Source: an optimization exercise on an open RTL-to-GDS flow (aim: small area and a short achievable clock period). Production flows keep margins and buffers that such runs may drop.
Where RTL was checked, it was by simulation tests only, not by an equivalence proof against the original.
The flow treats the clock pin as an ideal source. Dropping or thinning the clock tree relies on that and would not hold on a real chip.
No activity file was given, so power comes from the tool's default toggle rates.

==> module RAM, before the edit <==
module RAM (
    input             clk,
    input             rst_n,
    input             pre,       
    input             MOSI,
    input             act,       
    input      [9:0]  din,
    output reg [7:0]  P
);
    localparam NR = 22;
    reg [1:0] c3, c4;
    reg       rho;
    reg [3:0] ra;
    reg [5:0] rb;
    reg [1:0] H, lo;
    reg       z;
    reg       pend;          
    reg       cmr;           
    reg       capr;          
    reg       cap0r;         
    reg [7:0] pdata;
    reg [7:0] T;             
    reg       rhoT;          
    wire [1:0] n3 = c3[1] ? 2'd0 : c3 + 2'd1;
    wire [1:0] n4 = c4 + 2'd1;
    always @(posedge clk) begin
        c3  <= n3;
        c4  <= n4;
        rho <= rho ^ (n3 == 2'd0 && n4 == 2'd0);
    end
    wire [5:0] x = din[6:1];
    reg  [4:0] q;
    reg  [1:0] hq;
    always @(*) begin
        if (x[1:0] != 2'd3) begin
            q  = {1'b0, x[5:2]};
            hq = x[1:0];
        end else if (x[3:2] != 2'd3) begin
            q  = {3'b100, x[5:4]};
            hq = x[3:2];
        end else if (x[5:4] != 2'd3) begin
            q  = 5'd20;
            hq = x[5:4];
        end else begin
            q  = 5'd21;
            hq = 2'd0;
        end
    end
    always @(posedge clk) begin
        if (pre && !din[7]) begin
            ra <= 4'b0001 << q[1:0];
            rb <= 6'b000001 << q[4:2];
            H  <= hq;
            lo <= {din[0], MOSI};
        end else if (pre && z) begin
            ra <= 4'b0001;
            rb <= 6'b000001;
            H  <= 2'd0;
            lo <= 2'd0;
        end
    end
    wire is21 = ra[1] && rb[5];
    always @(posedge clk or negedge rst_n) begin
        if (!rst_n)
            z <= 1'b1;
        else if (act)
            z <= 1'b0;
    end
    wire write_op = act && din[9:8] == 2'b01;
    wire pend_n   = write_op || (pend && !cmr);
    wire match_n  = n4 == lo && (is21 || n3 == H);
    always @(posedge clk) begin
        if (write_op)
            pdata <= din[7:0];
        pend  <= pend_n;
        cmr   <= pend_n && match_n;
        capr  <= match_n;
        cap0r <= n3 == 2'd0 && n4 == 2'd0;
    end
    wire [8*NR-1:0] tap;
    wire [8*NR-1:0] tap1;
    wire [7:0] wd = pdata ^ {8{rho}};
    genvar r;
    generate
        for (r = 0; r < NR; r = r + 1) begin : g_ring
            localparam L = (r == NR - 1) ? 4 : 12;
            reg [8*L-1:0] f;
            wire we = cmr && ra[r % 4] && rb[r / 4];
            wire [7:0] last = f[8*L-1:8*L-8];
            if (r == NR - 1) begin : g_plain
                always @(posedge clk)
                    f <= {f[8*L-9:0], we ? pdata : last};
            end else begin : g_inv
                always @(posedge clk)
                    f <= {f[8*L-9:0], ~(we ? wd : last)};
            end
            assign tap[8*r +: 8]  = last;
            assign tap1[8*r +: 8] = f[8*L-9:8*L-16];
        end
    endgenerate
    reg [7:0] tsel;
    integer i;
    always @(*) begin
        tsel = 8'd0;
        for (i = 0; i < NR; i = i + 1)
            tsel = tsel | (tap1[8*i +: 8] & {8{ra[i % 4] && rb[i / 4]}});
    end
    always @(posedge clk) begin
        T    <= tsel;
        rhoT <= (rho ^ (n3 == 2'd0 && n4 == 2'd0)) && !is21;
    end
    wire       rz  = ra[0] && rb[0] && H == 2'd0 && lo == 2'd0;
    wire [7:0] tv  = T ^ {8{rhoT}};
    wire [7:0] t0v = tap[7:0] ^ {8{rho}};
    always @(posedge clk) begin
        if (z) begin
            if (cap0r)
                P <= (pend && rz) ? pdata : t0v;
        end else begin
            if (capr)
                P <= pend ? pdata : tv;
        end
    end
endmodule
clock: 6.0 ns
lec_check: 0
cap_margin: 30
core_margin: 2
core_utilization: 50
setup_slack_margin: 3.9
slew_margin: 30
standard.sh (not shown) runs the stock make flow with config.mk's settings and CLKGATE_MAP_FILE= SYNTH_SCRIPT=/design/flow/synth_recipe.tcl, a recipe that flattens the netlist after the stock synthesis.
==> flow/flow/run.sh <==
#!/bin/bash
# The standard layout, with the clock tree built by flow/cts_tree.tcl.
set -euo pipefail
here=$(pwd)
export PRE_CTS_TCL="$here/flow/cts_tree.tcl"
bash standard.sh > "$here/standard.log" 2>&1
Other scripts of this flow, unchanged in this note and not shown: flow/flow/cts_tree.tcl
Then changed:
--- a/flow/design.v
+++ b/flow/design.v
@@ -83,12 +83,13 @@
     reg [3:0] ra;
     reg [5:0] rb;
     reg [1:0] H, lo;
     reg       z;
     reg       pend;          
     reg       cmr;           
+    reg       ncmr;          
     reg       capr;          
     reg       cap0r;         
     reg [7:0] pdata;
     reg [7:0] T;             
     reg       rhoT;          
     wire [1:0] n3 = c3[1] ? 2'd0 : c3 + 2'd1;
@@ -141,31 +142,33 @@
     wire match_n  = n4 == lo && (is21 || n3 == H);
     always @(posedge clk) begin
         if (write_op)
             pdata <= din[7:0];
         pend  <= pend_n;
         cmr   <= pend_n && match_n;
+        ncmr  <= !(pend_n && match_n);
         capr  <= match_n;
         cap0r <= n3 == 2'd0 && n4 == 2'd0;
     end
     wire [8*NR-1:0] tap;
     wire [8*NR-1:0] tap1;
     wire [7:0] wd = pdata ^ {8{rho}};
     genvar r;
     generate
         for (r = 0; r < NR; r = r + 1) begin : g_ring
             localparam L = (r == NR - 1) ? 4 : 12;
             reg [8*L-1:0] f;
-            wire we = cmr && ra[r % 4] && rb[r / 4];
+            wire we   = cmr && ra[r % 4] && rb[r / 4];
+            wire we_n = ncmr || !ra[r % 4] || !rb[r / 4];
             wire [7:0] last = f[8*L-1:8*L-8];
             if (r == NR - 1) begin : g_plain
                 always @(posedge clk)
                     f <= {f[8*L-9:0], we ? pdata : last};
             end else begin : g_inv
                 always @(posedge clk)
-                    f <= {f[8*L-9:0], ~(we ? wd : last)};
+                    f <= {f[8*L-9:0], ~((last | {8{we}}) & (wd | {8{we_n}}))};
             end
             assign tap[8*r +: 8]  = last;
             assign tap1[8*r +: 8] = f[8*L-9:8*L-16];
         end
     endgenerate
     reg [7:0] tsel;
Wire length came out higher by 6.8%. Power stays flat. Utilization came out lower by 0.47 points. Clock skew barely changes. Setup slack is better by 0.011 ns. Final area came out lower by 1.0%. Synthesized cell count came out lower by 4.4%. Via count came out higher by 0.34%. Global-route usage came out higher by 0.89 points. First-iteration DRC count came out higher by 7.3%. Area after synthesis came out lower by 0.35%. Die area came out lower by 0.35%.
Only the layout flow was run in the first run of this note; the RTL was not checked for function there. No run of this note takes its clock network from TritonCTS; it comes from the design's own scripts or RTL.

==> re-timing with driven ports <==
Ports are ideal in the flow. The routed layouts listed here were re-timed in OpenROAD. Step 1, drivers: a clkbuf_16 drives wclk and a buf_2 each remaining input, both assumed. Step 2 times the ports against the registers' clock, not the clock port: input delays grow and output delays shrink by t, the midpoint of the rising clock arrivals with the driver on. Slacks: ideal ports / drivers / drivers and shift; pairs: ideal ports / drivers.
run	t (ns)	setup slack, ns	worst setup path after step 2	pins driven straight from the clock port
the first run	0.636	3.767 / 3.630 / 3.526	input to register	4
the second run	0.641	3.777 / 3.641 / 3.622	input to register	4
After both steps setup and hold are still met in every run listed. For the first run, which loses most, drivers alone change the setup slack by -0.137 ns; drivers and shift together by -0.241 ns.
